Context: an optimization exercise on an open-source flow, tuned for small area, a short achievable clock period and few clock cycles. The choices shown serve that exercise and are no tape-out recipe. Where RTL was checked, it was by simulation tests only, not by an equivalence proof against the original. No functional check of the RTL was part of runs 1 and 2. Power and IR drop assume default switching activity.

==> design.v <==
module accumulator (
    input wire clk,            
    input wire rst,            
    input wire ld_ac,          
    input wire [7:0] data_in,  
    output reg [7:0] acc_out   
);
    always @(posedge clk or posedge rst) begin
        if (rst)
            acc_out <= 8'h00;
        else if (ld_ac)
            acc_out <= data_in;
    end
endmodule
module address_mux (
    input wire dbg,
    input wire jmp,
    input wire skip,
    input wire [4:0] pc,
    input wire [4:0] operand,
    input wire [4:0] dbg_addr,
    output wire [4:0] faddr
);
    assign faddr = dbg  ? dbg_addr :
                   jmp  ? operand :
                   skip ? pc + 5'd1 : pc;
endmodule
module alu (
    input wire [7:0] in_a,        
    input wire [7:0] in_b,        
    input wire [2:0] opcode,
    output reg [7:0] alu_out
);
    always @(*) begin
        case (opcode)
            3'd2: alu_out = in_a + in_b;    
            3'd3: alu_out = in_a & in_b;    
            3'd4: alu_out = in_a ^ in_b;    
            default: alu_out = in_b;        
        endcase
    end
endmodule
module controller (
    input wire clk,
    input wire rst,
    input wire [2:0] opcode,       
    input wire [4:0] operand,
    input wire [7:0] acc_next,
    input wire [7:0] acc,
    input wire [4:0] pc,
    input wire [4:0] sto_addr,     
    output reg [2:0] eop,          
    output wire halt,
    output wire load0,             
    output wire pc_en,
    output wire ld_ac,             
    output wire wr,                
    output wire is_jmp,            
    output wire skip,              
    output wire dbg_sel,           
    output wire fwd_r,             
    output wire fwd_e,             
    output wire fwd_o,             
    output wire r_sto              
);
    localparam [2:0]
        HLT = 3'd0, SKZ = 3'd1, ADD = 3'd2, AND = 3'd3,
        XOR = 3'd4, LDA = 3'd5, STO = 3'd6, NOP = 3'd7;
    reg run, ld, accz;
    wire valid = run | ld;
    assign halt  = (eop == HLT);
    assign load0 = rst | ~valid;
    assign pc_en = ~load0;
    assign ld_ac = (eop == ADD) | (eop == AND) | (eop == XOR) | (eop == LDA);
    assign wr    = (eop == STO);
    wire   annul = (eop == SKZ) & accz;           
    wire   r_ok  = valid & ~annul & ~halt;        
    wire   r_skz = r_ok & (opcode == SKZ);
    wire   r_res = r_skz & ~ld_ac;                
    assign skip    = r_res & accz;
    assign is_jmp  = r_ok & (opcode == NOP);
    assign r_sto   = r_ok & (opcode == STO);
    assign dbg_sel = halt;
    assign fwd_r = r_sto & (pc == operand);
    assign fwd_e = wr & (is_jmp ? (operand == sto_addr) :
                         skip   ? (pc + 5'd1 == sto_addr) :
                                  (pc == sto_addr));
    assign fwd_o = wr & (operand == sto_addr);
    always @(posedge clk or posedge rst) begin
        if (rst) begin
            run  <= 1'b0;
            eop  <= NOP;
            accz <= 1'b1;
        end else begin
            run  <= 1'b1;
            accz <= (acc_next == 8'h00);
            if (!halt) begin
                if (!r_ok || r_res || opcode == NOP)
                    eop <= NOP;
                else
                    eop <= opcode;
            end
        end
    end
    always @(posedge clk)
        ld <= load0;
endmodule
module instruction_reg (
    input wire clk,
    input wire load0,
    input wire prog_fwd,         
    input wire [7:0] prog_data,
    input wire [7:0] mem0,
    input wire fwd_r,
    input wire [7:0] acc_next,
    input wire fwd_e,
    input wire [7:0] acc,
    input wire [7:0] fdata,
    input wire r_sto,
    input wire fwd_o,
    input wire [7:0] odata,
    output reg [7:0] ir,
    output reg [7:0] opr
);
    always @(posedge clk) begin
        if (load0)
            ir <= prog_fwd ? prog_data : mem0;
        else if (fwd_r)
            ir <= acc_next;
        else if (fwd_e)
            ir <= acc;
        else
            ir <= fdata;
    end
    always @(posedge clk) begin
        if (r_sto)
            opr <= {3'b000, ir[4:0]};
        else if (fwd_o)
            opr <= acc;
        else
            opr <= odata;
    end
endmodule
module memory (
    input wire clk,
    input wire wr,
    input wire [4:0] waddr,
    input wire [7:0] wdata,
    input wire prog_we,
    input wire [4:0] prog_addr,
    input wire [7:0] prog_data,
    input wire [4:0] faddr,
    output wire [7:0] fdata,
    input wire [4:0] oaddr,
    output wire [7:0] odata,
    output wire [7:0] mem0
);
    reg [7:0] mem [0:31];
    always @(posedge clk) begin
        if (prog_we)
            mem[prog_addr] <= prog_data;
        else if (wr)
            mem[waddr] <= wdata;
    end
    assign fdata = mem[faddr];
    assign odata = mem[oaddr];
    assign mem0  = mem[0];
endmodule
module program_counter (
    input wire clk,
    input wire rst,
    input wire en,
    input wire [4:0] faddr,    
    output reg [4:0] pc        
);
    always @(posedge clk or posedge rst) begin
        if (rst)
            pc <= 5'd1;
        else if (en)
            pc <= faddr + 5'd1;
    end
endmodule
module cpu_top (
    input wire clk,           
    input wire rst,           
    input wire prog_we,       
    input wire [4:0] prog_addr,  
    input wire [7:0] prog_data,  
    input wire [4:0] dbg_addr,   
    output wire halt,         
    output wire [7:0] accum,  
    output wire [7:0] dbg_data   
);
    wire [7:0] ir;            
    wire [4:0] pc;            
    wire [7:0] acc, acc_next, opr;
    wire [2:0] eop;           
    wire [2:0] opcode  = ir[7:5];
    wire [4:0] operand = ir[4:0];
    wire load0, pc_en, ld_ac, wr, is_jmp, skip, dbg_sel;
    wire fwd_r, fwd_e, fwd_o, r_sto;
    wire [4:0] faddr;
    wire [7:0] fdata, odata, mem0, alu_out;
    controller ctrl (
        .clk(clk), .rst(rst), .opcode(opcode), .operand(operand),
        .acc_next(acc_next), .acc(acc), .pc(pc), .sto_addr(opr[4:0]),
        .eop(eop), .halt(halt), .load0(load0), .pc_en(pc_en), .ld_ac(ld_ac),
        .wr(wr), .is_jmp(is_jmp), .skip(skip), .dbg_sel(dbg_sel),
        .fwd_r(fwd_r), .fwd_e(fwd_e), .fwd_o(fwd_o), .r_sto(r_sto)
    );
    address_mux amux (
        .dbg(dbg_sel), .jmp(is_jmp), .skip(skip),
        .pc(pc), .operand(operand), .dbg_addr(dbg_addr), .faddr(faddr)
    );
    program_counter pcr (
        .clk(clk), .rst(rst), .en(pc_en), .faddr(faddr), .pc(pc)
    );
    memory mem (
        .clk(clk), .wr(wr), .waddr(opr[4:0]), .wdata(acc),
        .prog_we(prog_we), .prog_addr(prog_addr), .prog_data(prog_data),
        .faddr(faddr), .fdata(fdata), .oaddr(operand), .odata(odata),
        .mem0(mem0)
    );
    instruction_reg irr (
        .clk(clk), .load0(load0), .prog_fwd(prog_we && prog_addr == 5'd0),
        .prog_data(prog_data), .mem0(mem0),
        .fwd_r(fwd_r), .acc_next(acc_next), .fwd_e(fwd_e), .acc(acc),
        .fdata(fdata), .r_sto(r_sto), .fwd_o(fwd_o), .odata(odata),
        .ir(ir), .opr(opr)
    );
    alu alu_inst (
        .in_a(acc), .in_b(opr), .opcode(eop), .alu_out(alu_out)
    );
    assign acc_next = ld_ac ? alu_out : acc;
    accumulator accr (
        .clk(clk), .rst(rst), .ld_ac(ld_ac), .data_in(alu_out), .acc_out(acc)
    );
    assign accum = acc;
    assign dbg_data = ir;
endmodule
==> run.sh <==
#!/bin/bash
# synth_recipe.tcl (not shown) runs the flow's synth.tcl, then flattens the netlist and writes it again
# the make line also repeats each setting of config.mk as NAME=value (left out here)
make -C /OpenROAD-flow-scripts/flow DESIGN_CONFIG=/design/flow/config.mk WORK_HOME=/design/flow/orfs CLKGATE_MAP_FILE= SYNTH_SCRIPT=/design/flow/synth_recipe.tcl finish
==> config.mk <==
export PLATFORM = sky130hd
export DESIGN_NAME = cpu_top
export DESIGN_NICKNAME = cpu_top
export VERILOG_FILES = /design/flow/design.v
export SDC_FILE = /design/flow/constraint.sdc
export NUM_CORES = 4
export LEC_CHECK = 0
export ABC_CLOCK_PERIOD_IN_PS = 2000
export CAP_MARGIN = 20
export CORE_MARGIN = 2
export CORE_UTILIZATION = 40
export SETUP_SLACK_MARGIN = 2.0
export SLEW_MARGIN = 20
==> constraint.sdc <==
create_clock -name core_clock -period 5.0 [get_ports {clk}]
set_input_delay 1.0000 -clock core_clock [delete_from_list [all_inputs] [get_ports {clk}]]
set_output_delay 1.0000 -clock core_clock [all_outputs]
set_load 0.01 [all_outputs]
==> results of run 1 <==
-- Yosys cell counts, drive strengths merged, types with 8 or more instances --
cell	instances	area, um2
edfxtp	256	7687
nand2	182	685.7
mux4	82	1847
nor2	71	274.0
a21oi	67	339.1
mux2i	44	440.4
o21ai	43	215.2
buf	42	292.8
clkbuf	37	138.9
nand3	37	185.2
mux2	31	352.8
a22oi	26	195.2
o22ai	24	150.1
inv	18	67.56
nor3	18	95.09
dfxtp	17	340.3
o221ai	14	122.6
dfrtp	13	325.3
a211oi	12	102.6
xnor2	12	105.1
and3	10	62.56
ha	10	125.1
xor2	10	87.58
a31oi	9	56.30
a21o	8	60.06
a221oi	8	82.58
-- layer usage --
metal	vias up	share of wire, %
met5	-	0.033
met4	2	5.8
met3	174	12
met2	829	43
met1	5731	39
li1	4790	-
-- placed cells by master, fill, tap and decap left out, drive strengths merged, types with 10 or more instances in the layout --
cell type and count:
ha 10, buf 89, clkbuf 36, a21oi 67, nand2 182, xnor2 12
clkinv 19, a211oi 12, xor2 10, a22oi 26, nor2 71, dfxtp 17
mux2 31, edfxtp 256, mux4 82, and3 10, nor3 18, clkdlybuf4s50 36
mux2i 44, nand3 37, inv 19, dfrtp 13, o21ai 43, o221ai 14
o22ai 24
-- worst max path at each step --
stage                      startpoint             end  slack [ns]  cells after the start
final                     ctrl.eop[2]       irr.ir[0]        1.86                     12
after global routing      ctrl.eop[2]       irr.ir[0]        1.74                     12
after CTS                   pcr.pc[0]       irr.ir[0]        1.87                      9
after detailed placement      prog_we   mem.mem[1][0]        0.99                      5
after global placement        prog_we  mem.mem[23][1]        0.83                      4
after floorplan             irr.ir[5]       irr.ir[2]        2.23                     12
-- state kept, by name (all words and copies together), names as in the netlist --
name / flops
irr.opr: 8
pcr.pc: 5
ctrl.accz: 1
ctrl.ld: 1
mem.mem: 256
ctrl.eop: 3
accr.acc_out: 8
irr.ir: 8
ctrl.run: 1
-- cell type report --
cell class	instances	area, um2
Inverter	20	131.4
Tap cell	511	639.4
Clock inverter	22	236.5
Sequential cell	291	8517
Multi-Input combinational cell	794	6903
Timing Repair inverter	6	68.82
Clock buffer	34	765.7
Fill cell	3173	18880
Timing Repair Buffer	130	1433
Antenna cell	1	2.502
-- through the flow --
step / worst slack [ns] / hold slack, ns / cell area [um2]
final: 1.855 / 0.5609 / 18700
after global routing: 1.740 / 0.5982 / 18700
after CTS: 1.872 / 0.5355 / 18250
after detailed placement: 0.9879 / 0.5243 / 16020
after global placement: 0.8336 / 0.5193 / 16020
after floorplan: 2.234 / 0.5031 / 15200
-- cell families after synthesis --
group / after synthesis
AO/OA/AOI/OAI: 248
other: 1
multiplexers: 157
AND/OR/NAND/NOR: 355
XOR/XNOR: 22
flip-flops: 291
adder cells (fa/ha/maj): 11
buffers and inverters: 99
-- worst max-delay path: cells and delay by family (launching register included) --
family | cells | cell delay, ns
buf+inv | 3 | 0.54
simple gates | 2 | 0.33
mux | 1 | 0.33
flops | 1 | 0.66
compound gates | 6 | 1.12
-- repair_timing --
action | in CTS | in global routing
pin swaps | 17 | 30
setup endpoints to repair | 289 | 203
gates resized for setup | 134 | 55
cloned | 12 | 1
buffers inserted | 44 | 21
-- power breakdown --
| group | leakage, nW | switching, W | internal, W | total, W |
|---|---|---|---|---|
| registers | 2.68 | 0.000108 | 0.00269 | 0.00280 |
| logic | 3.22 | 0.000525 | 0.000404 | 0.000928 |
| clock network | 0.480 | 0.000967 | 0.00131 | 0.00228 |
| total | 6.37 | 0.00160 | 0.00440 | 0.00600 |
==> metrics.cfg, run 1 <==
[synth]
synthArstFlopShare_pct=6.186
synth_nets=1216
synth-edff-count=256
ys.flop_type=edfxtp_1
yosysWarnings=6
synth_fa_ha_area_share_pct=0.9551
syn_area_um2=15200
synth_xor_area_share_pct=1.268
synth-simple-area-share_pct=10.30
netlist_instances=1184
synth_seq_cells=291
syn_area_per_cell_um2=12.83
synth_top_family_by_area=multiplexers
synthMuxAreaShare_pct=17.37
ys_seq_area_share_pct=55.83
synth_compound_area_share_pct=10.88
synth_cell_type_count=76

[route]
wire_per_inst_um=28.63
drcViolationCount=0
totalWireLength_um=51790
via_count=11526
vias_per_cell=6.371
dr.pass1.iters=6
drt_iter0_drc=1606
ant_nets=0

[global_route]
grt_use_total_pct=26.28
grt_use_met1_pct=36.16
use_met2_pct=38.59
grt_pass1_wl_um=74870
busiest_layer=met2
grt_pass1_vias=10788
gr-total-overflow=0
grt_antenna_before_repair=2
grt_start_max_net_pins=67
use_met3_pct=7.189

[place]
hpwl_um=31520
dpl.cell_count=1674
port_buffers=37
gp_congestion=0.9894

[layout]
final_util_pct=49.76
layout-drive-gt1-share_pct=30.45
area_delta_synth_final_pct=23.04
instances_no_fill=1809
fin_nets=1305

[worst_hold_path]
hold_path_class=flip-flop to flip-flop
min_to=ctrl.eop[1]
hold_depth=2
holdCritStartpoint=irr.ir[6]

[timing]
rsz0062_at_grt=yes
fin_setup_tns_ns=0
skew_ns=0.008769
maxSlewViolCount=0
finalCritPeriodShare_pct=62.90
finalHoldViolCount=0
fin_crit_ns=3.145
slew_headroom_pct=19.58
setup_viol=0
worstMarginPinSlew_ns=1.206
fmaxAchievable_ghz=0.3180

[floorplan]
die_h_um=198.9
die_width_um=198.9
core_area_um2=37580
ios=38
die-area_um2=39570
fp-row-count=71
initial_core_util_pct=40.44

[clock_network]
clock-root-buffer=clkbuf_16
clock_latency_ns=0.57
cts_tree=built
cts_max_level=1
cts_buffer_depth=3
clk_pin_slew_ns=0.07
hold_buffers=0
cts-buffers-inserted=30
cts_sinks=291

[setup_path]
worstPathMaxFanout=10
cp-end-kind=flip-flop
crit_chain=o2111ai_4 -> nor2_4 -> mux2_4 -> a221oi_4 -> buf_6 -> bufinv_16 -> buf_16 -> a21oi_1 -> a22oi_2 -> o22ai_4 -> nand4bb_1 -> o22ai_1
start_kind=flip-flop
r2r_setup_slack_ns=1.86
critPathRequiredTime_ns=5.42
slowest_stage=dfstp_4
r2r-end=irr.ir[0]
cpPeakStageDelay_ns=0.66
critPathKind=flip-flop to flip-flop
r2r_start=ctrl.eop[2]
crit_arrival_ns=3.57
ff2ff_path_depth=12

[power]
ir_worst_vdd_uv=217.8
power.leakage_nw=6.373
power.total_w=0.006004
p_per_area_nw_per_um2=321.1

[flow_run]
maxCapViolations=0

[outcome]
status=no timing/DRC/antenna violations

==> run 2, diff against run 1 <==
--- a/design.v
+++ b/design.v
@@ -16,6 +16,3 @@
     input wire dbg,
-    input wire jmp,
-    input wire skip,
     input wire [4:0] pc,
-    input wire [4:0] operand,
     input wire [4:0] dbg_addr,
@@ -23,5 +20,3 @@
 );
-    assign faddr = dbg  ? dbg_addr :
-                   jmp  ? operand :
-                   skip ? pc + 5'd1 : pc;
+    assign faddr = dbg ? dbg_addr : pc;
 endmodule
@@ -58,3 +53,2 @@
     output wire is_jmp,            
-    output wire skip,              
     output wire dbg_sel,           
@@ -77,5 +71,2 @@
     wire   r_ok  = valid & ~annul & ~halt;        
-    wire   r_skz = r_ok & (opcode == SKZ);
-    wire   r_res = r_skz & ~ld_ac;                
-    assign skip    = r_res & accz;
     assign is_jmp  = r_ok & (opcode == NOP);
@@ -84,5 +75,3 @@
     assign fwd_r = r_sto & (pc == operand);
-    assign fwd_e = wr & (is_jmp ? (operand == sto_addr) :
-                         skip   ? (pc + 5'd1 == sto_addr) :
-                                  (pc == sto_addr));
+    assign fwd_e = wr & (pc == sto_addr);
     assign fwd_o = wr & (operand == sto_addr);
@@ -97,3 +86,3 @@
             if (!halt) begin
-                if (!r_ok || r_res || opcode == NOP)
+                if (!r_ok || opcode == NOP)
                     eop <= NOP;
@@ -118,2 +107,3 @@
     input wire [7:0] fdata,
+    input wire jmp,              
     input wire r_sto,
@@ -124,2 +114,3 @@
 );
+    wire [7:0] oval = fwd_o ? acc : odata;
     always @(posedge clk) begin
@@ -127,2 +118,4 @@
             ir <= prog_fwd ? prog_data : mem0;
+        else if (jmp)
+            ir <= oval;
         else if (fwd_r)
@@ -137,6 +130,4 @@
             opr <= {3'b000, ir[4:0]};
-        else if (fwd_o)
-            opr <= acc;
         else
-            opr <= odata;
+            opr <= oval;
     end
@@ -172,4 +163,5 @@
     input wire en,
-    input wire [4:0] faddr,    
-    output reg [4:0] pc        
+    input wire jmp,
+    input wire [4:0] operand,   
+    output reg [4:0] pc         
 );
@@ -179,3 +171,3 @@
         else if (en)
-            pc <= faddr + 5'd1;
+            pc <= (jmp ? operand : pc) + 5'd1;
     end
@@ -199,3 +191,3 @@
     wire [4:0] operand = ir[4:0];
-    wire load0, pc_en, ld_ac, wr, is_jmp, skip, dbg_sel;
+    wire load0, pc_en, ld_ac, wr, is_jmp, dbg_sel;
     wire fwd_r, fwd_e, fwd_o, r_sto;
@@ -207,3 +199,3 @@
         .eop(eop), .halt(halt), .load0(load0), .pc_en(pc_en), .ld_ac(ld_ac),
-        .wr(wr), .is_jmp(is_jmp), .skip(skip), .dbg_sel(dbg_sel),
+        .wr(wr), .is_jmp(is_jmp), .dbg_sel(dbg_sel),
         .fwd_r(fwd_r), .fwd_e(fwd_e), .fwd_o(fwd_o), .r_sto(r_sto)
@@ -211,7 +203,7 @@
     address_mux amux (
-        .dbg(dbg_sel), .jmp(is_jmp), .skip(skip),
-        .pc(pc), .operand(operand), .dbg_addr(dbg_addr), .faddr(faddr)
+        .dbg(dbg_sel), .pc(pc), .dbg_addr(dbg_addr), .faddr(faddr)
     );
     program_counter pcr (
-        .clk(clk), .rst(rst), .en(pc_en), .faddr(faddr), .pc(pc)
+        .clk(clk), .rst(rst), .en(pc_en), .jmp(is_jmp), .operand(operand),
+        .pc(pc)
     );
@@ -227,3 +219,3 @@
         .fwd_r(fwd_r), .acc_next(acc_next), .fwd_e(fwd_e), .acc(acc),
-        .fdata(fdata), .r_sto(r_sto), .fwd_o(fwd_o), .odata(odata),
+        .fdata(fdata), .jmp(is_jmp), .r_sto(r_sto), .fwd_o(fwd_o), .odata(odata),
         .ir(ir), .opr(opr)
==> metrics.cfg, run 2 <==
[outcome]
status=no timing/DRC/antenna violations

[clock_network]
clock_latency_ns=0.59
clock-root-buffer=clkbuf_16
cts_buffer_depth=3
clk_pin_slew_ns=0.06
cts-buffers-inserted=31
hold_buffers=0
cts_max_level=1
cts_sinks=291
cts_tree=built

[synth]
synthArstFlopShare_pct=6.186
synth_seq_cells=291
syn_area_um2=15340
synth_cell_type_count=79
synth_top_area_share_pct=50.12
ys.flop_type=edfxtp_1
ys_seq_area_share_pct=55.31
synth_nets=1251
synth.area.top_cells=edfxtp_1 (50%), mux4_2 (11%), nand2_1 (4.1%)
syn_area_per_cell_um2=12.57
synth_commonest_cells=edfxtp_1 (256), nand2_1 (166), nor2_1 (83)
yosysWarnings=6
yosysMostFrequentCell=edfxtp_1
synth_top_area_cell=edfxtp_1
synth-edff-count=256
netlist_instances=1220

[timing]
finalHoldViolCount=0
worstMarginPinSlew_ns=0.8744
fin_setup_tns_ns=0
finalCritPeriodShare_pct=60.45
setup_viol=0
slew_headroom_pct=41.26
fin_crit_ns=3.023
rsz0062_at_grt=yes
fmaxAchievable_ghz=0.3308
skew_ns=0.01227
maxSlewViolCount=0

[setup_path]
crit_arrival_ns=3.54
cp-end-kind=flip-flop
r2r_start=irr.ir[4]
r2r-end=irr.ir[2]
cp-startpoint=dbg_addr[2]
r2r_setup_slack_ns=2.04
critPathKind=input port to flip-flop
worstPathMaxFanout=13
ff2ff_path_depth=7
critPathRequiredTime_ns=5.52
start_kind=input port

[worst_hold_path]
holdCritStartpoint=irr.ir[7]
min_to=ctrl.eop[2]
hold_path_class=flip-flop to flip-flop
hold_depth=2

[layout]
area_delta_synth_final_pct=20.56
final_util_pct=48.98
fin_nets=1336
largest_register_ffs=256
layout_commonest_cell=edfxtp_1
layout-drive-gt1-share_pct=25.56
diodes=0
final_cell_mix=edfxtp_1 (256), nand2_1 (164), buf_4 (81)
regMostFlops=mem.mem
instances_no_fill=1841

[route]
totalWireLength_um=56300
wire_per_inst_um=30.58
drcViolationCount=0
ant_nets=0
vias_per_cell=6.619
dr.pass1.iters=8
drt_iter0_drc=1968
via_count=12186

[place]
port_buffers=37
hpwl_um=35690
gp_congestion=0.9944
dpl.cell_count=1735

[floorplan]
die_h_um=199.8
fp-row-count=71
core_area_um2=37760
ios=38
die-area_um2=39930
initial_core_util_pct=40.63
die_width_um=199.8

[power]
power.leakage_nw=6.382
power.total_w=0.006118
ir_worst_vdd_uv=289.5
p_per_area_nw_per_um2=330.8

[global_route]
grt_pass1_vias=11407
grt_use_total_pct=28.04
gr-total-overflow=0
grt_pass1_wl_um=80360
grt_start_max_net_pins=35
grt_antenna_before_repair=1

[flow_run]
maxCapViolations=0

==> run 2: power breakdown <==
part / switching [W] / total, W / internal (W)
logic: 0.000564 / 0.000960 / 0.000397
registers: 0.000121 / 0.00282 / 0.00270
clock network: 0.00101 / 0.00234 / 0.00133
==> run 2: how the worst max path moves through the flow <==
stage	end	slack (ns)
5_1_grt	irr.ir[7]	1.94
3_5_place_dp	irr.ir[4]	0.82
4_1_cts	irr.ir[7]	1.84
3_3_place_gp	irr.ir[4]	0.82
6_report	irr.ir[7]	1.98
2_1_floorplan	irr.ir[4]	2.04
==> run 2: routing by layer <==
layer | global-route usage [%] | up-vias | routed length (um)
met4 | 11.69 | 2 | 3063
met5 | 0 | - | 11
met1 | 37.78 | 6065 | 20880
li1 | - | 4997 | -
met2 | 43.80 | 919 | 25220
met3 | 6.536 | 203 | 7118
==> run 2: kinds of logic after synthesis <==
family                   after synthesis  share of synthesized area (%)
other                                  1                        0.02445
adder cells (fa/ha/maj)               10                         0.8647
AO/OA/AOI/OAI                        248                          11.85
XOR/XNOR                              18                          1.028
multiplexers                         144                          15.47
buffers and inverters                107                          3.092
flip-flops                           291                          55.31
AND/OR/NAND/NOR                      401                          12.35
==> run 2: layout make-up <==
type | count | area (um2)
clock buffers | 37 | 819.5
clock inverters | 21 | 201.4
fillers | 3263 | 19260
inverters | 12 | 47.55
multi-input cells | 826 | 6834
flip-flops and latches | 291 | 8508
well taps | 511 | 639.4
repair buffers | 143 | 1443
==> run 2: timing repair <==
item | in CTS | in global routing
gates cloned | 4 | 5
pin swaps | 10 | 11
gates resized for setup | 85 | 40
buffers inserted | 18 | 21
setup endpoints to repair | 308 | 87
hold endpoints to repair | 0 | 0
==> run 2: critical path: stages <==
cell and delay [ns]:
clkdlybuf4s50_1 0.45, or4b_4 0.54, nand2_8 0.18, mux2i_1 0.10
mux4_2 0.55, and4_4 0.22, a211o_1 0.30, a41oi_2 0.19
==> run 2: through the flow <==
stage               instance area, um2  setup WS, ns  hold WS (ns)
detailed placement               16430        0.8177        0.5055
floorplan                        15340         2.041        0.4877
CTS                              18050         1.843        0.5227
global route                     18490         1.938        0.5746
global placement                 16430        0.8173        0.5038
finish                           18490         1.977        0.5228
==> run 3, diff against run 2 <==
--- a/design.v
+++ b/design.v
@@ -47,3 +47,3 @@
     output reg [2:0] eop,          
-    output wire halt,
+    output reg halt,               
     output wire load0,             
@@ -63,9 +63,9 @@
     reg run, ld, accz;
+    reg e_ld, e_sto, e_skz;
     wire valid = run | ld;
-    assign halt  = (eop == HLT);
     assign load0 = rst | ~valid;
     assign pc_en = ~load0;
-    assign ld_ac = (eop == ADD) | (eop == AND) | (eop == XOR) | (eop == LDA);
-    assign wr    = (eop == STO);
-    wire   annul = (eop == SKZ) & accz;           
+    assign ld_ac = e_ld;
+    assign wr    = e_sto;
+    wire   annul = e_skz & accz;                  
     wire   r_ok  = valid & ~annul & ~halt;        
@@ -79,13 +79,17 @@
         if (rst) begin
-            run  <= 1'b0;
-            eop  <= NOP;
-            accz <= 1'b1;
+            run   <= 1'b0;
+            accz  <= 1'b1;
+            halt  <= 1'b0;
+            e_ld  <= 1'b0;
+            e_sto <= 1'b0;
+            e_skz <= 1'b0;
         end else begin
-            run  <= 1'b1;
-            accz <= (acc_next == 8'h00);
+            run   <= 1'b1;
+            accz  <= (acc_next == 8'h00);
             if (!halt) begin
-                if (!r_ok || opcode == NOP)
-                    eop <= NOP;
-                else
-                    eop <= opcode;
+                halt  <= r_ok & (opcode == HLT);
+                e_ld  <= r_ok & (opcode == ADD || opcode == AND ||
+                                 opcode == XOR || opcode == LDA);
+                e_sto <= r_ok & (opcode == STO);
+                e_skz <= r_ok & (opcode == SKZ);
             end
@@ -93,4 +97,6 @@
     end
-    always @(posedge clk)
-        ld <= load0;
+    always @(posedge clk) begin
+        ld  <= load0;
+        eop <= opcode;
+    end
 endmodule
--- a/config.mk
+++ b/config.mk
@@ -7,7 +7,7 @@
 export LEC_CHECK = 0
-export ABC_CLOCK_PERIOD_IN_PS = 2000
+export ABC_CLOCK_PERIOD_IN_PS = 1500
 export CAP_MARGIN = 20
 export CORE_MARGIN = 2
-export CORE_UTILIZATION = 40
-export SETUP_SLACK_MARGIN = 2.0
+export CORE_UTILIZATION = 60
+export SETUP_SLACK_MARGIN = 3.0
 export SLEW_MARGIN = 20
==> metrics.cfg, run 3 <==
[floorplan]
die_width_um=163.1
initial_core_util_pct=60.65
die_h_um=163.1
die-area_um2=26600
core_area_um2=25040
ios=38
fp-row-count=58

[place]
dpl.cell_count=1385
hpwl_um=32760
gp_congestion=0.9834
port_buffers=37

[synth]
synth_xor_area_share_pct=0.9229
synth_top_family_by_area=multiplexers
netlist_instances=1062
syn_area_per_cell_um2=14.30
synth-edff-count=256
synthMuxAreaShare_pct=21.33
synth_compound_area_share_pct=9.369
synth_cell_type_count=70
synth-simple-area-share_pct=8.413
synth_nets=1093
synthArstFlopShare_pct=6.441
syn_area_um2=15180
synth_seq_cells=295
synth_top_area_cell=edfxtp_1
synth.area.top_cells=edfxtp_1 (51%), mux4_2 (18%), dfrtp_1 (2.8%)
yosysWarnings=6
ys.flop_type=edfxtp_1
synth_fa_ha_area_share_pct=0.8734
synth_commonest_cells=edfxtp_1 (256), mux4_2 (119), nor2_1 (91)
synth_top_area_share_pct=50.63
ys_seq_area_share_pct=56.41
yosysMostFrequentCell=edfxtp_1

[route]
dr.pass1.iters=6
drcViolationCount=0
via_count=12053
drt_iter0_drc=1842
vias_per_cell=7.404
ant_nets=0
totalWireLength_um=55840
wire_per_inst_um=34.30

[timing]
slew_headroom_pct=32.41
worstMarginPinSlew_ns=1.012
fmaxAchievable_ghz=0.3573
fin_setup_tns_ns=0
rsz0062_at_grt=yes
setup_viol=0
whs_ns=0.4169
skew_ns=0.01833
finalHoldViolCount=0
finalCritPeriodShare_pct=55.97
maxSlewViolCount=0
fin_crit_ns=2.798

[power]
p_per_area_nw_per_um2=410.3
ir_worst_vdd_uv=338.2
power.leakage_nw=7.210

[global_route]
grt_start_max_net_pins=33
grt_pass1_vias=11440
grt_use_total_pct=41.63
grt_antenna_before_repair=1
gr-total-overflow=0
grt_pass1_wl_um=77990

[layout]
final_util_pct=81.93
largest_register_ffs=256
instances_no_fill=1628
final.fill_count=1262
area_delta_synth_final_pct=35.09
regMostFlops=mem.mem
multi_input_area_um2=7517
final_cell_mix=edfxtp_1 (256), mux4_2 (119), buf_4 (110)
seq_area_um2=8625
layout_commonest_cell=edfxtp_1
layout-drive-gt1-share_pct=48.65
fin_nets=1303

[setup_path]
critPathRequiredTime_ns=5.43
crit_arrival_ns=3.23
cp-end-kind=flip-flop
critPathKind=input port to flip-flop
start_kind=input port
worstPathMaxFanout=14

[clock_network]
cts_sinks=295
cts-buffers-inserted=34
cts_tree=built
clock-root-buffer=clkbuf_16
clk_pin_slew_ns=0.06
clock_latency_ns=0.54
cts_max_level=2
cts_buffer_depth=3

[worst_hold_path]
hold_path_class=flip-flop to flip-flop

[outcome]
status=no timing/DRC/antenna violations

[flow_run]
maxCapViolations=0

-- run 3: metrics by stage --
step | area (um2) | setup slack, ns | total power [W]
after global placement | 16450 | 0.9462 | 0.005033
after CTS | 19520 | 2.344 | 0.008007
final | 20510 | 2.202 | 0.008416
after detailed placement | 16450 | 0.9578 | 0.005059
after global routing | 20510 | 2.196 | 0.008624
after floorplan | 15950 | 2.227 | 0.004490
-- run 3: report_power, final --
part	leakage, nW	internal, W	total [W]	switching (W)
logic	3.98	0.00124	0.00273	0.00150
registers	2.70	0.00293	0.00322	0.000285
clock network	0.530	0.00145	0.00246	0.00101
-- run 3: area by class of cell --
cell class,count,area share (%)
diodes,1,0.01220
clock buffers,44,4.435
clock inverters,17,0.8906
inverters,13,0.2562
multi-input cells,686,36.65
flip-flops and latches,295,42.05
well taps,330,2.013
repair buffers,241,13.66
repair inverters,1,0.03660
-- run 3: worst paths after layout --
| kind | from | end | slack [ns] | depth (start not counted) |
|---|---|---|---|---|
| hold / removal | irr.ir[7] | ctrl.eop[2] | 0.42 | 0 |
| setup / recovery | dbg_addr[3] | irr.ir[6] | 2.20 | 7 |
| hold reg to reg | irr.ir[7] | ctrl.eop[2] | 0.42 | 0 |
| setup reg to reg | irr.opr[0] | ctrl.accz | 2.27 | 9 |
| min in group asynchronous | rst | pcr.pc[1] | 0.69 | 2 |
| max in group asynchronous | rst | ctrl.halt | 3.73 | 2 |
-- run 3: worst max-delay path, cell delays in order --
cell and delay [ns]:
clkdlybuf4s50_1 0.43, mux2_4 0.40, nor2_1 0.41, a22oi_1 0.13, a21oi_1 0.39, o21ai_1 0.21
a31oi_1 0.24
-- run 3: logic make-up (layout without fill, tap and decap cells) --
family                   Yosys count  after routing
other                              1              2
multiplexers                     172            174
AND/OR/NAND/NOR                  273            274
flip-flops                       295            295
adder cells (fa/ha/maj)           10             10
AO/OA/AOI/OAI                    208            211
buffers and inverters             87            316
XOR/XNOR                          16             16
-- run 3: timing repair --
item	in CTS	in global routing
hold buffers	0	0
pin swaps	61	50
gates cloned	9	2
buffers inserted	116	54
endpoints found under the hold margin	0	0
resized for setup	250	125
endpoints found under the setup margin	556	250
-- run 3: per-layer routing --
metal	GRT usage (%)	wire length (um)	vias up
met5	0	13	-
met4	22.33	3774	2
met3	12.34	7765	237
met2	62.98	25360	1104
met1	55.00	18920	5972
li1	-	-	4738
Testbench counts of run 3, summed over its fixed seeds: cycles 33,875.
==> run 4, diff against run 3 <==
--- a/config.mk
+++ b/config.mk
@@ -7,7 +7,7 @@
 export LEC_CHECK = 0
-export ABC_CLOCK_PERIOD_IN_PS = 1500
+export ABC_CLOCK_PERIOD_IN_PS = 2000
 export CAP_MARGIN = 20
 export CORE_MARGIN = 2
-export CORE_UTILIZATION = 60
-export SETUP_SLACK_MARGIN = 3.0
+export CORE_UTILIZATION = 40
+export SETUP_SLACK_MARGIN = 2.5
 export SLEW_MARGIN = 20
==> metrics.cfg, run 4 <==
[outcome]
status=no timing/DRC/antenna violations

[layout]
fin_nets=1225
final.fill_count=3167
regMostFlops=mem.mem
area_delta_synth_final_pct=26.61
layout_commonest_cell=edfxtp_1
final_util_pct=51.29
final_cell_mix=edfxtp_1 (256), mux4_2 (119), buf_4 (83)
largest_register_ffs=256
multi_input_area_um2=7017
diodes=0
layout-drive-gt1-share_pct=38.31
instances_no_fill=1730
seq_area_um2=8615

[synth]
yosysMostFrequentCell=edfxtp_1
netlist_instances=1062
synth-edff-count=256
yosysWarnings=6
synth_seq_cells=295
syn_area_per_cell_um2=14.30
ys.flop_type=edfxtp_1
synth_cell_type_count=70
synth_nets=1093
synth_commonest_cells=edfxtp_1 (256), mux4_2 (119), nor2_1 (91)
synth_top_area_share_pct=50.63
synth.area.top_cells=edfxtp_1 (51%), mux4_2 (18%), dfrtp_1 (2.8%)
synthArstFlopShare_pct=6.441
syn_area_um2=15180
synth_top_area_cell=edfxtp_1
ys_seq_area_share_pct=56.41

[setup_path]
critPathKind=input port to flip-flop
crit_arrival_ns=3.06
cpPeakStageDelay_ns=0.56
worstPathMaxFanout=8
critPathRequiredTime_ns=5.39
start_kind=input port
path_buf_inv=2
slowest_stage=mux4_2
crit_chain=clkdlybuf4s15_2 -> mux2_4 -> buf_4 -> mux4_2 -> mux2i_4 -> o311ai_1 -> o21ai_1 -> a31oi_1
path_delay_family=multiplexers
cp-end-kind=flip-flop

[power]
power.total_w=0.007824
power.leakage_nw=6.536
ir_worst_vdd_uv=210.5
p_per_area_nw_per_um2=406.9

[floorplan]
ios=38
core_area_um2=37490
die-area_um2=39540
initial_core_util_pct=40.50
fp-row-count=71
die_width_um=198.8
die_h_um=198.8

[worst_hold_path]
hold_path_class=flip-flop to flip-flop

[clock_network]
cts_max_level=2
cts_sinks=295
cts_buffer_depth=3
cts-buffers-inserted=35
clk_pin_slew_ns=0.05
cts_tree=built
clock-root-buffer=clkbuf_16
clock_latency_ns=0.54
hold_buffers=0

[global_route]
grt_start_max_net_pins=33
grt_use_total_pct=26.35
grt_pass1_wl_um=74710
grt_antenna_before_repair=0
grt_pass1_vias=10817
gr-total-overflow=0

[route]
vias_per_cell=6.418
wire_per_inst_um=29.69
via_count=11103
dr.pass1.iters=5
drcViolationCount=0
ant_nets=0
totalWireLength_um=51370
drt_iter0_drc=1334

[flow_run]
maxCapViolations=0

[timing]
maxSlewViolCount=0
rsz0062_at_grt=yes
whs_ns=0.3929
skew_ns=0.03633
setup_viol=0
finalHoldViolCount=0
slew_headroom_pct=41.25
fin_setup_tns_ns=0
fmaxAchievable_ghz=0.3737
fin_crit_ns=2.676
worstMarginPinSlew_ns=0.8642
finalCritPeriodShare_pct=53.53

[place]
gp_congestion=0.9212
dpl.cell_count=1568
hpwl_um=33370
port_buffers=37

run 4: cell families after synthesis:
logic type / after synthesis / synth area share (%)
other: 1 / 0.02470
AOI/OAI and AO/OA: 208 / 9.369
muxes: 172 / 21.33
DFF: 295 / 56.41
and+or+nand+nor: 273 / 8.413
buffers and inverters: 87 / 2.653
adders and majority gates: 10 / 0.8735
xor gates and xnor gates: 16 / 0.9228
run 4: cell type report:
class | instances | share of cell area (%)
flip-flops and latches | 295 | 44.81
multi-input cells | 683 | 36.50
repair buffers | 166 | 9.651
clock buffers | 37 | 4.595
well taps | 511 | 3.326
clock inverters | 25 | 0.8721
inverters | 13 | 0.2538
run 4: path summary, 6_finish.rpt:
path / start / endpoint / slack (ns) / depth (start not counted)
max: dbg_addr[2] / irr.ir[6] / 2.32 / 8
max reg2reg: pcr.pc[2] / irr.ir[6] / 2.34 / 7
max in group asynchronous: rst / ctrl.halt / 3.43 / 2
min reg2reg: irr.ir[6] / ctrl.eop[1] / 0.39 / 0
min in group asynchronous: rst / ctrl.run / 0.99 / 2
min: irr.ir[6] / ctrl.eop[1] / 0.39 / 0
run 4: through the flow:
stage | area [um2] | setup WS, ns
after global routing | 19230 | 2.267
after CTS | 18900 | 2.349
after floorplan | 15520 | 2.223
final | 19230 | 2.324
after detailed placement | 16460 | 0.9887
after global placement | 16460 | 1.057
run 4: timing repair:
action | 4_1_cts | 5_1_grt
cloned | 7 | 0
resized for setup | 126 | 43
buffers inserted | 78 | 15
endpoints found under the setup margin | 392 | 80
pin swaps | 31 | 16
run 4: metal layers:
metal / vias up / GRT usage (%) / part of all wire (%)
li1: 4560 / - / -
met1: 5739 / 35.66 / 39
met2: 666 / 43.18 / 48
met3: 138 / 4.493 / 9.3
met4: 0 / 9.093 / 3.6
met5: - / 0 / 0
run 4: where the power goes:
part / leakage (nW) / total, W / switching, W / internal [W]
Clock: 0.513 / 0.00236 / 0.00103 / 0.00134
Combinational: 3.33 / 0.00225 / 0.00125 / 0.00100
Sequential: 2.70 / 0.00321 / 0.000277 / 0.00293
Total: 6.54 / 0.00782 / 0.00255 / 0.00527
==> run 5, diff against run 4 <==
--- a/config.mk
+++ b/config.mk
@@ -11,3 +11,4 @@
 export CORE_UTILIZATION = 40
-export SETUP_SLACK_MARGIN = 2.5
+export CTS_BUF_LIST = sky130_fd_sc_hd__clkbuf_4 sky130_fd_sc_hd__clkbuf_8
+export SETUP_SLACK_MARGIN = 2.0
 export SLEW_MARGIN = 20
==> metrics.cfg, run 5 <==
[outcome]
status=no timing/DRC/antenna violations

[setup_path]
cp-endpoint=mem.mem[3][4]
worstPathMaxFanout=12
crit_chain=clkdlybuf4s50_1 -> nand2b_2 -> buf_4 -> o31ai_1 -> nand2_2 -> nor2_4 -> buf_4
path_delay_family=buffers and inverters
ff2ff_path_depth=9
critPathRequiredTime_ns=5.28
path_depth=7
cpPeakStageDelay_ns=0.55
start_kind=input port
r2r_start=ctrl.halt
crit_arrival_ns=3.28
r2r-end=irr.ir[7]
cp-startpoint=prog_we
r2r_setup_slack_ns=2.08
slowest_stage=clkdlybuf4s50_1
critPathKind=input port to flip-flop
cp-end-kind=flip-flop
path_buf_inv=3
path_common_cell=buf_4

[route]
drt_iter0_drc=1384
via_count=10794
wire_per_inst_um=29.40
vias_per_cell=6.379
dr.pass1.iters=7
ant_nets=0
drcViolationCount=0
totalWireLength_um=49740

[power]
power.leakage_nw=6.017
power_frac_comb_pct=25.3
pwr-share-seq_pct=44.5
p_per_area_nw_per_um2=407.7
power.share.clock_pct=30.2
ir_worst_vdd_uv=182.8
p_sw_share_pct=32.36
p_sw_w=0.002332
p_int_w=0.004875

[clock_network]
cts_sinks=295
cts-buffers-inserted=50
hold_buffers=0
clock-root-buffer=clkbuf_8
cts_max_level=2
cts_buffer_depth=3
clk_pin_slew_ns=0.06
clock_latency_ns=0.60
cts_tree=built

[floorplan]
initial_core_util_pct=40.50
die_h_um=198.8
fp-row-count=71
die-area_um2=39540
core_area_um2=37490
die_width_um=198.8
ios=38

[layout]
instances_no_fill=1692
fin_nets=1173
final_cell_mix=edfxtp_1 (256), mux4_2 (119), nor2_1 (79)
largest_register_ffs=256
layout_commonest_cell=edfxtp_1
layout-drive-gt1-share_pct=28.31
area_delta_synth_final_pct=16.41
regMostFlops=mem.mem

[place]
port_buffers=37
place_worst_setup_slack_ns=0.9054
dpl.cell_count=1584
gp_congestion=0.9465
hpwl_um=33090

[global_route]
grt_antenna_before_repair=0
gr-total-overflow=0
grt_start_max_net_pins=35
grt_use_total_pct=25.45
grt_pass1_wl_um=72220
grt_pass1_vias=10509

[synth]
synth.area.top_cells=edfxtp_1 (51%), mux4_2 (18%), dfrtp_1 (2.8%)
yosysMostFrequentCell=edfxtp_1
syn_area_um2=15180
syn_area_per_cell_um2=14.30
netlist_instances=1062
synth_nets=1093
synth_seq_cells=295
synth_top_area_cell=edfxtp_1
synth_commonest_cells=edfxtp_1 (256), mux4_2 (119), nor2_1 (91)
synth_top_area_share_pct=50.63
ys_seq_area_share_pct=56.41
synth-edff-count=256
synth_cell_type_count=70
synthArstFlopShare_pct=6.441
ys.flop_type=edfxtp_1
yosysWarnings=6

[timing]
worstMarginPinSlew_ns=0.9790
worst_slack_ns=2.005
rsz0062_at_grt=yes
slew_headroom_pct=33.34
whs_ns=0.4533
finalHoldViolCount=0
setup_viol=0
skew_ns=0.03068
maxSlewViolCount=0
fin_setup_tns_ns=0
fmaxAchievable_ghz=0.3339
finalCritPeriodShare_pct=59.90
fin_crit_ns=2.995

[worst_hold_path]
hold_path_class=flip-flop to flip-flop

[flow_run]
maxCapViolations=0

[run 5: changes by cell type in the layout (fill, tap and decap cells not counted), sizes merged, moves of 2 or more]
cell / delta
clkbuf: +38
dlygate4sd2: -5
clkdlybuf4s15: -3
clkinv: -7
buf: -66
clkinvlp: -3
dlymetal6s2s: -2
clkdlybuf4s50: +11
[run 5: logic make-up after synthesis]
| kind of cell | after synthesis | share of synthesized area [%] |
|---|---|---|
| buffers and inverters | 87 | 2.653 |
| muxes | 172 | 21.33 |
| AOI/OAI and AO/OA | 208 | 9.369 |
| other | 1 | 0.02470 |
| and+or+nand+nor | 273 | 8.413 |
| DFF | 295 | 56.41 |
| xor gates and xnor gates | 16 | 0.9228 |
| adders and majority gates | 10 | 0.8735 |
[run 5: worst min-delay path by stage]
stage              start           to  slack, ns  cells past startpoint
4_1_cts        irr.ir[6]  ctrl.eop[1]       0.45                      0
5_1_grt        irr.ir[6]  ctrl.eop[1]       0.46                      0
3_3_place_gp   irr.ir[6]  ctrl.eop[1]       0.43                      0
2_1_floorplan  irr.ir[6]  ctrl.eop[1]       0.43                      0
3_5_place_dp   irr.ir[6]  ctrl.eop[1]       0.43                      0
6_report       irr.ir[6]  ctrl.eop[1]       0.45                      0
[run 5: power by group through the flow]
stage          registers [W]  logic [W]  clock network, W
6_report             0.00321    0.00183           0.00217
5_1_grt              0.00323    0.00196           0.00232
4_1_cts              0.00319    0.00176           0.00220
3_5_place_dp         0.00328    0.00166                 0
3_3_place_gp         0.00328    0.00164                 0
2_1_floorplan        0.00308    0.00122                 0
[run 5: final cells by class]
type,count,area (um2)
antenna,1,2.502
clock inverter,16,113.9
tap,511,639.4
timing repair buffer,102,1013
clock buffer,74,880.8
sequential,295,8578
inverter,13,48.80
multi-input combinational,680,6400
fill,3292,19810
[run 5: what timing repair did]
| item | 4_1_cts | 5_1_grt |
|---|---|---|
| endpoints found under the hold margin | 0 | 0 |
| endpoints found under the setup margin | 100 | 120 |
| setup buffers | 15 | 0 |
| resized for setup | 12 | 31 |
| cloned | 1 | 1 |
[run 5: routing by layer]
metal | vias up | track usage [%] | wire length [um] | share of wire [%]
met2 | 717 | 40.07 | 23430 | 47
met5 | - | 0 | 0 | 0
met3 | 129 | 5.612 | 5105 | 10
met1 | 5495 | 34.15 | 19050 | 38
met4 | 0 | 10.92 | 2157 | 4.3
li1 | 4453 | - | - | -
[run 5: metrics by stage]
| stage | util [%] | cell area [um2] | total power (W) |
|---|---|---|---|
| 6_report | 47.15 | 17680 | 0.007207 |
| 2_1_floorplan | - | 15190 | 0.004298 |
| 4_1_cts | 46.77 | 17530 | 0.007157 |
| 5_1_grt | 47.15 | 17670 | 0.007513 |
| 3_5_place_dp | 43.49 | 16300 | 0.004940 |
| 3_3_place_gp | 43.47 | 16300 | 0.004916 |
==> run 6, diff against run 5 <==
--- a/config.mk
+++ b/config.mk
@@ -11,3 +11,2 @@
 export CORE_UTILIZATION = 40
-export CTS_BUF_LIST = sky130_fd_sc_hd__clkbuf_4 sky130_fd_sc_hd__clkbuf_8
 export SETUP_SLACK_MARGIN = 2.0
==> metrics.cfg, run 6 <==
[timing]
skew_ns=0.01659
fin_setup_tns_ns=0
maxSlewViolCount=0
rsz0062_at_grt=yes
fmaxAchievable_ghz=0.3358
worstMarginPinSlew_ns=0.9896
worst_slack_ns=2.022
slew_headroom_pct=32.61
fin_crit_ns=2.978
setup_viol=0
finalHoldViolCount=0
finalCritPeriodShare_pct=59.55

[floorplan]
die_width_um=198.8
fp-row-count=71
core_area_um2=37490
die_h_um=198.8
initial_core_util_pct=40.50
ios=38
die-area_um2=39540

[global_route]
grt_antenna_before_repair=0
grt_pass1_wl_um=71500
grt_pass1_vias=10407
gr-total-overflow=0
grt_use_total_pct=25.07
grt_start_max_net_pins=35

[clock_network]
cts_sinks=295
cts_max_level=1
clock-root-buffer=clkbuf_16
hold_buffers=0
cts_buffer_depth=3
clock_latency_ns=0.58
clk_pin_slew_ns=0.06
cts-buffers-inserted=31
cts_tree=built

[route]
totalWireLength_um=48910
wire_per_inst_um=29.54
vias_per_cell=6.421
ant_nets=0
dr.pass1.iters=7
via_count=10633
drcViolationCount=0
drt_iter0_drc=1157

[synth]
synth.area.top_cells=edfxtp_1 (51%), mux4_2 (18%), dfrtp_1 (2.8%)
synth_top_area_cell=edfxtp_1
synth_nets=1093
ys.flop_type=edfxtp_1
synth_top_area_share_pct=50.63
syn_area_um2=15180
synthArstFlopShare_pct=6.441
synth-edff-count=256
netlist_instances=1062
yosysMostFrequentCell=edfxtp_1
synth_seq_cells=295
ys_seq_area_share_pct=56.41
syn_area_per_cell_um2=14.30
yosysWarnings=6
synth_commonest_cells=edfxtp_1 (256), mux4_2 (119), nor2_1 (91)
synth_cell_type_count=70

[layout]
seq_area_um2=8577
layout-drive-gt1-share_pct=25.68
final.fill_count=3308
multi_input_area_um2=6380
instances_no_fill=1656
layout_commonest_cell=edfxtp_1
largest_register_ffs=256
fin_nets=1153
area_delta_synth_final_pct=15.73
diodes=0
final_cell_mix=edfxtp_1 (256), mux4_2 (119), nor2_1 (80)
final_cell_area_um2=17570
regMostFlops=mem.mem

[flow_run]
maxCapViolations=0

[place]
place_worst_setup_slack_ns=0.9054
port_buffers=37
hpwl_um=33090
dpl.cell_count=1584
place_area_um2=16300
gp_congestion=0.9465

[power]
ir_worst_vdd_uv=337.1
power.total_w=0.007201
p_per_area_nw_per_um2=409.8
power.leakage_nw=5.936

[setup_path]
cpPeakStageDelay_ns=0.75
slowest_stage=dfxtp_1
crit_chain=clkdlybuf4s50_1
path_buf_inv=1
critPathKind=flip-flop to output pin
cp-end-kind=output pin
worstPathMaxFanout=10
path_delay_family=flip-flops
critPathRequiredTime_ns=4.00
start_kind=flip-flop
crit_arrival_ns=1.98

[worst_hold_path]
hold_path_class=flip-flop to flip-flop

[outcome]
status=no timing/DRC/antenna violations

[run 6: cell counts after synthesis]
Identical to the previous run, type by type.
[run 6: routing by layer]
layer	vias to the layer above	share of wire, %	GRT usage (%)	routed length, um
met2	661	47	40.35	23190
li1	4405	-	-	-
met3	105	11	5.273	5221
met4	0	3.9	9.508	1902
met5	-	0	0	0
met1	5462	38	33.54	18600
[run 6: metrics by stage]
stage	util [%]	hold WS, ns
after floorplan	-	0.4292
after global placement	43.47	0.4327
after detailed placement	43.49	0.4342
after CTS	46.65	0.4484
after global routing	46.88	0.4670
final	46.88	0.4579
[run 6: kinds of logic after synthesis]
family                   share of synthesized area (%)
XOR/XNOR                                        0.9228
other                                          0.02470
AND/OR/NAND/NOR                                  8.413
flip-flops                                       56.41
AO/OA/AOI/OAI                                    9.369
buffers and inverters                            2.653
adder cells (fa/ha/maj)                         0.8735
multiplexers                                     21.33
[run 6: final timing paths]
| kind | from | end | slack (ns) | cells after the start |
|---|---|---|---|---|
| hold / removal | irr.ir[7] | ctrl.eop[2] | 0.46 | 0 |
| hold reg to reg | irr.ir[7] | ctrl.eop[2] | 0.46 | 0 |
| min in group asynchronous | rst | accr.acc_out[1] | 0.93 | 2 |
| setup reg to reg | ctrl.halt | irr.ir[7] | 2.07 | 9 |
| setup / recovery | irr.ir[2] | dbg_data[2] | 2.02 | 1 |
| max in group asynchronous | rst | pcr.pc[1] | 3.57 | 2 |
[run 6: what timing repair did]
action | in CTS | in global routing
setup buffers | 15 | 0
setup endpoints to repair | 99 | 142
resized for setup | 14 | 22
cloned | 1 | 0
[run 6: cell type report]
| cell class | count | share of cell area, % |
|---|---|---|
| inverter | 13 | 0.2777 |
| tap | 511 | 3.638 |
| multi-input combinational | 680 | 36.30 |
| timing repair buffer | 101 | 5.603 |
| clock inverter | 16 | 0.7618 |
| sequential | 295 | 48.81 |
| clock buffer | 40 | 4.607 |
[run 6: power by group]
part	internal (W)	total (W)	switching (W)
sequential	0.00292	0.00320	0.000284
clock	0.00124	0.00219	0.000955
combinational	0.000764	0.00180	0.00104
total	0.00492	0.00720	0.00228
==> run 7, diff against run 6 <==
==> flow/run.sh (new file) <==
#!/bin/bash
# Standard layout, with plain buffers (buf_2) instead of delay cells on the ports.
set -euo pipefail
export BUFFER_PORTS_ARGS="-buffer_cell sky130_fd_sc_hd__buf_2"
bash standard.sh > standard.log 2>&1
==> standard.sh (new file) <==
#!/bin/bash
# synth_recipe.tcl (not shown) runs the flow's synth.tcl, then flattens the netlist and writes it again
# the make line also repeats each setting of config.mk as NAME=value (left out here)
make -C /OpenROAD-flow-scripts/flow DESIGN_CONFIG=/design/flow/config.mk WORK_HOME=/design/flow/orfs CLKGATE_MAP_FILE= SYNTH_SCRIPT=/design/flow/synth_recipe.tcl "${@:-finish}"
removed: run.sh
==> metrics.cfg, run 7 <==
[layout]
final_cell_mix=edfxtp_1 (256), mux4_2 (119), nor2_1 (87)
instances_no_fill=1641
largest_register_ffs=256
diodes=0
layout_commonest_cell=edfxtp_1
regMostFlops=mem.mem
fin_nets=1136
area_delta_synth_final_pct=14.88
layout-drive-gt1-share_pct=27.70

[synth]
synth_seq_cells=295
synth_cell_type_count=70
synth_top_area_cell=edfxtp_1
synth_commonest_cells=edfxtp_1 (256), mux4_2 (119), nor2_1 (91)
yosysMostFrequentCell=edfxtp_1
synth_top_area_share_pct=50.63
ys_seq_area_share_pct=56.41
yosysWarnings=6
synth-edff-count=256
synthArstFlopShare_pct=6.441
ys.flop_type=edfxtp_1
synth_nets=1093
synth.area.top_cells=edfxtp_1 (51%), mux4_2 (18%), dfrtp_1 (2.8%)
syn_area_per_cell_um2=14.30
syn_area_um2=15180
netlist_instances=1062

[timing]
setup_viol=0
finalHoldViolCount=0
fin_setup_tns_ns=0
skew_ns=0.02012
fin_crit_ns=2.968
rsz0062_at_grt=yes
slew_headroom_pct=32.95
fmaxAchievable_ghz=0.3370
maxSlewViolCount=0
worstMarginPinSlew_ns=1.003
finalCritPeriodShare_pct=59.35

[floorplan]
ios=38
fp-row-count=71
die_width_um=198.8
initial_core_util_pct=40.50
die_h_um=198.8
core_area_um2=37490
die-area_um2=39540

[clock_network]
cts_sinks=295
cts_tree=built
cts_max_level=1
clock-root-buffer=clkbuf_16
hold_buffers=0
clock_latency_ns=0.59
cts_buffer_depth=3
clk_pin_slew_ns=0.07
cts-buffers-inserted=31

[outcome]
status=no timing/DRC/antenna violations

[route]
drcViolationCount=0
dr.pass1.iters=5
drt_iter0_drc=1482
totalWireLength_um=48250
vias_per_cell=6.407
via_count=10514
ant_nets=0
wire_per_inst_um=29.40

[power]
power_frac_comb_pct=23.5
pwr-share-seq_pct=42.7
power.leakage_nw=5.927
p_int_w=0.005187
p_sw_share_pct=31.20
p_sw_w=0.002353
ir_worst_vdd_uv=294.4
p_per_area_nw_per_um2=432.2
power.share.clock_pct=33.8

[global_route]
gr-total-overflow=0
busiest_layer=met2
grt_start_max_net_pins=38
grt_use_total_pct=24.72
grt_pass1_wl_um=71010
use_met3_pct=5.341
grt_pass1_vias=10297
use_met2_pct=39.99
grt_antenna_before_repair=1
grt_use_met1_pct=33.28

[setup_path]
r2r_setup_slack_ns=2.03
critPathRequiredTime_ns=5.45
slowest_stage=mux2i_4
start_kind=flip-flop
cp-end-kind=flip-flop
path_buf_inv=1
critPathKind=flip-flop to flip-flop
crit_arrival_ns=3.42
path_delay_family=multiplexers
cpPeakStageDelay_ns=0.83
crit_chain=buf_4 -> mux2i_4 -> nor2_1 -> a22oi_1 -> nand4_1 -> a21oi_1 -> o41ai_1
worstPathMaxFanout=21

[worst_hold_path]
hold_path_class=flip-flop to flip-flop

[place]
hpwl_um=33090
port_buffers=37
gp_congestion=0.9024
dpl.cell_count=1569

[flow_run]
maxCapViolations=0

==> run 7: cell counts after synthesis <==
Identical to the previous run, type by type.
==> run 7: logic make-up after synthesis <==
| logic type | Yosys count | share of synthesized area [%] |
|---|---|---|
| AND/OR/NAND/NOR | 273 | 8.413 |
| other | 1 | 0.02470 |
| multiplexers | 172 | 21.33 |
| buffers and inverters | 87 | 2.653 |
| adder cells (fa/ha/maj) | 10 | 0.8735 |
| AO/OA/AOI/OAI | 208 | 9.369 |
| flip-flops | 295 | 56.41 |
| XOR/XNOR | 16 | 0.9228 |
==> run 7: power by group through the flow <==
stage	logic (W)	registers, W	clock network (W)
final	0.00177	0.00322	0.00255
after global placement	0.00163	0.00327	0
after CTS	0.00171	0.00321	0.00256
after detailed placement	0.00165	0.00327	0
after global routing	0.00191	0.00323	0.00267
after floorplan	0.00122	0.00308	0
==> run 7: timing repair <==
action                                  4_1_cts  5_1_grt
cloned                                        1        0
resized for setup                             5       16
buffers inserted                              9        4
endpoints found under the setup margin      122       32
endpoints found under the hold margin         0        0
==> run 7: through the flow <==
stage | setup slack (ns) | cell area, um2 | utilization (%) | total power, W | hold WS [ns]
after global placement | 1.258 | 16020 | 42.72 | 0.004900 | 0.4317
after floorplan | 1.670 | 15190 | - | 0.004298 | 0.4292
after CTS | 2.002 | 17330 | 46.24 | 0.007488 | 0.4332
final | 2.032 | 17440 | 46.53 | 0.007540 | 0.4355
after detailed placement | 1.248 | 16030 | 42.77 | 0.004925 | 0.4266
after global routing | 1.963 | 17440 | 46.53 | 0.007816 | 0.4481
==> run 7: layout make-up <==
class,instances,area [um2]
tap,511,639.4
fill,3282,20040
inverter,13,48.80
multi-input combinational,680,6339
clock buffer,32,779.5
sequential,295,8578
timing repair buffer,84,713.2
clock inverter,26,346.6
==> run 7: routing by layer <==
layer  part of all wire, %  wire length [um]  vias to the layer above
li1                      -                 -                     4363
met1                    39             18750                     5397
met2                    47             22770                      637
met3                    10              4929                      115
met4                   3.7              1784                        2
met5                 0.031                15                        -
==> run 7: final timing paths <==
check | cells after the start | end | from
max in group asynchronous | 2 | accr.acc_out[0] | rst
setup reg to reg | 7 | irr.ir[2] | ctrl.halt
hold / removal | 0 | ctrl.eop[2] | irr.ir[7]
setup / recovery | 7 | irr.ir[2] | ctrl.halt
hold reg to reg | 0 | ctrl.eop[2] | irr.ir[7]
min in group asynchronous | 2 | pcr.pc[1] | rst
==> run 7: worst register-to-register path: cells and delay by family, from the launching register on <==
kind	cells	cell delay, ns
compound gates	3	0.77
buf+inv	1	0.26
flops	1	0.59
mux	1	0.83
simple gates	2	0.40
==> run 8, diff against run 7 <==
--- a/config.mk
+++ b/config.mk
@@ -11,3 +11,5 @@
 export CORE_UTILIZATION = 40
-export SETUP_SLACK_MARGIN = 2.0
+export CTS_CLUSTER_DIAMETER = 100
+export CTS_CLUSTER_SIZE = 30
+export SETUP_SLACK_MARGIN = 2.5
 export SLEW_MARGIN = 20
==> metrics.cfg, run 8 <==
[power]
pwr-share-seq_pct=48.0
ir_worst_vdd_uv=198.2
power.share.clock_pct=20.5
power_frac_comb_pct=31.5
p_int_w=0.004413
p_sw_share_pct=34.12
power.leakage_nw=6.012
p_per_area_nw_per_um2=372.4
p_sw_w=0.002285

[synth]
ys_seq_area_share_pct=56.41
syn_area_um2=15180
synth.area.top_cells=edfxtp_1 (51%), mux4_2 (18%), dfrtp_1 (2.8%)
synth_nets=1093
yosysWarnings=6
synth_top_area_share_pct=50.63
ys.flop_type=edfxtp_1
yosysMostFrequentCell=edfxtp_1
synth_commonest_cells=edfxtp_1 (256), mux4_2 (119), nor2_1 (91)
synth_seq_cells=295
synth-edff-count=256
synth_cell_type_count=70
netlist_instances=1062
synthArstFlopShare_pct=6.441
syn_area_per_cell_um2=14.30
synth_top_area_cell=edfxtp_1

[route]
totalWireLength_um=48970
dr.pass1.iters=5
drt_iter0_drc=1370
drcViolationCount=0
vias_per_cell=6.447
wire_per_inst_um=29.59
via_count=10670
ant_nets=0

[layout]
fin_nets=1169
instances_no_fill=1655
area_delta_synth_final_pct=18.45
final_cell_mix=edfxtp_1 (256), mux4_2 (119), nand2_1 (63)
layout_commonest_cell=edfxtp_1
final.fill_count=3208
layout-drive-gt1-share_pct=36.36
largest_register_ffs=256
final_cell_area_um2=17990
diodes=0
regMostFlops=mem.mem

[timing]
setup_viol=0
rsz0062_at_grt=yes
skew_ns=0.01762
fin_setup_tns_ns=0
fmaxAchievable_ghz=0.3767
finalHoldViolCount=0
worstMarginPinSlew_ns=1.149
worst_slack_ns=2.346
slew_headroom_pct=23.39
fin_crit_ns=2.654
finalCritPeriodShare_pct=53.09
maxSlewViolCount=0

[place]
dpl.cell_count=1566
place_worst_setup_slack_ns=1.470
hpwl_um=31770
place_area_um2=16270
port_buffers=37
gp_congestion=0.8864

[global_route]
grt_use_total_pct=25.15
grt_pass1_wl_um=71960
grt_antenna_before_repair=1
gr-total-overflow=0
grt_pass1_vias=10461
grt_start_max_net_pins=34

[clock_network]
clock-root-buffer=clkbuf_16
cts_sinks=295
cts_tree=built
cts-buffers-inserted=14
cts_buffer_depth=3
hold_buffers=0
clk_pin_slew_ns=0.11
cts_max_level=1
clock_latency_ns=0.52

[floorplan]
ios=38
fp-row-count=71
initial_core_util_pct=40.50
die_h_um=198.8
core_area_um2=37490
die-area_um2=39540
die_width_um=198.8

[setup_path]
ff2ff_path_depth=8
crit_arrival_ns=3.07
r2r-end=irr.ir[5]
cp-end-kind=flip-flop
cp-startpoint=ctrl.halt
worstPathMaxFanout=6
cpPeakStageDelay_ns=0.57
r2r_setup_slack_ns=2.35
slowest_stage=dfrtp_4
crit_chain=buf_12 -> mux2i_4 -> buf_12 -> mux4_2 -> and3_4 -> a311oi_2 -> o211ai_1 -> a221o_1
path_common_cell=buf_12
critPathKind=flip-flop to flip-flop
start_kind=flip-flop
critPathRequiredTime_ns=5.41
r2r_start=ctrl.halt

[worst_hold_path]
hold_depth=0
hold_path_class=flip-flop to flip-flop
min_to=ctrl.eop[1]
holdCritStartpoint=irr.ir[6]

[flow_run]
maxCapViolations=0

[outcome]
status=no timing/DRC/antenna violations

==> run 8: cell counts after synthesis <==
No cell type changed its count.
==> run 8: area by class of cell <==
type,count,area [um2],share of cell area (%)
Clock buffer,18,386.6,2.150
Multi-Input combinational cell,683,6937,38.57
Sequential cell,295,8598,47.81
Inverter,13,48.80,0.2713
Tap cell,511,639.4,3.555
Timing Repair Buffer,131,1326,7.374
Clock inverter,4,50.05,0.2783
==> run 8: worst max-delay path by stage <==
stage          slack (ns)         to  cells past startpoint
2_1_floorplan        2.22  irr.ir[3]                      8
3_3_place_gp         1.52  irr.ir[7]                      9
3_5_place_dp         1.47  irr.ir[5]                      6
4_1_cts              2.36  irr.ir[5]                      8
5_1_grt              2.25  ctrl.accz                      8
6_report             2.35  irr.ir[5]                      8
==> run 8: layer usage <==
metal  GRT usage, %  vias to the layer above  part of all wire [%]
li1               -                     4427                     -
met1          33.77                     5457                    39
met2          42.15                      669                    48
met3          4.391                      117                   9.7
met4          7.103                        0                   3.4
met5              0                        -                     0
==> run 8: stage by stage <==
| stage | hold WS [ns] | utilization, % | power [W] |
|---|---|---|---|
| 2_1_floorplan | 0.4292 | - | 0.004369 |
| 3_3_place_gp | 0.4281 | 43.41 | 0.004923 |
| 3_5_place_dp | 0.4315 | 43.41 | 0.004939 |
| 4_1_cts | 0.4471 | 47.21 | 0.006559 |
| 5_1_grt | 0.4604 | 47.98 | 0.006953 |
| 6_report | 0.4361 | 47.98 | 0.006698 |
==> run 8: kinds of logic after synthesis <==
logic type	count (synthesis)	share of synthesized area, %
flops	295	56.41
mux	172	21.33
buf+inv	87	2.653
xor+xnor	16	0.9228
simple gates	273	8.413
compound gates	208	9.369
other cells	1	0.02470
fa+ha+maj	10	0.8735
==> run 8: power groups by stage <==
stage / sequential, W / combinational (W) / clock, W
floorplan: 0.00308 / 0.00129 / 0
global placement: 0.00328 / 0.00165 / 0
detailed placement: 0.00328 / 0.00166 / 0
CTS: 0.00320 / 0.00198 / 0.00138
global route: 0.00324 / 0.00226 / 0.00146
finish: 0.00322 / 0.00211 / 0.00137
==> run 8: worst max-delay path, delay by kind of cell (launching register included) <==
family | cells | cell delay, ns
simple gates | 1 | 0.20
mux | 2 | 0.70
flops | 1 | 0.57
compound gates | 3 | 0.77
buf+inv | 2 | 0.32
==> run 8: timing repair <==
| item | 4_1_cts | 5_1_grt |
|---|---|---|
| buffers inserted | 51 | 8 |
| gates resized for setup | 83 | 26 |
| endpoints found under the hold margin | 0 | 0 |
| pin swaps | 20 | 21 |
| endpoints found under the setup margin | 102 | 40 |
| gates cloned | 6 | 2 |

==> port drivers added, routing unchanged <==
How much do the figures lean on ideal ports? The routed layouts below were timed once more, with nothing changed but the port constraints.
Step 1 sets driving cells, clkbuf_16 on the clock port and buf_2 on the other inputs (assumed; they add their load-dependent delay and slew).
Step 2 adds t to the input delays and takes it off the output delays; t is the mean of the earliest and latest rising clock arrival at the registers after step 1. Input paths then give back, and output paths get back, about the clock's delay inside the block.
Three values: ideal, step 1, step 2; two values: the first two.
| run | shift t [ns] | slack for setup (ns) | hold slack, ns | worst setup path at the end |
|---|---|---|---|---|
| run 1 | 0.617 | 1.855 / 1.855 / 1.294 | 0.561 / 0.561 / 0.561 | input to register |
| run 2 | 0.645 | 1.977 / 1.987 / 1.355 | 0.523 / 0.523 / 0.523 | input to register |
| run 3 | 0.575 | 2.202 / 2.227 / 1.651 | 0.417 / 0.417 / 0.417 | input to register |
| run 4 | 0.569 | 2.324 / 2.336 / 1.780 | 0.393 / 0.393 / 0.393 | input to register |
| run 5 | 0.634 | 2.005 / 1.978 / 1.398 | 0.453 / 0.453 / 0.453 | input to register |
| run 6 | 0.619 | 2.022 / 1.971 / 1.427 | 0.458 / 0.458 / 0.458 | input to register |
| run 7 | 0.629 | 2.032 / 2.032 / 1.442 | 0.435 / 0.435 / 0.435 | input to register |
| run 8 | 0.562 | 2.346 / 2.346 / 1.868 | 0.436 / 0.436 / 0.436 | input to register |
After both steps every run listed still meets setup and hold. For run 2, which loses most, drivers alone change the setup slack by +0.010 ns; drivers and shift together by -0.622 ns.
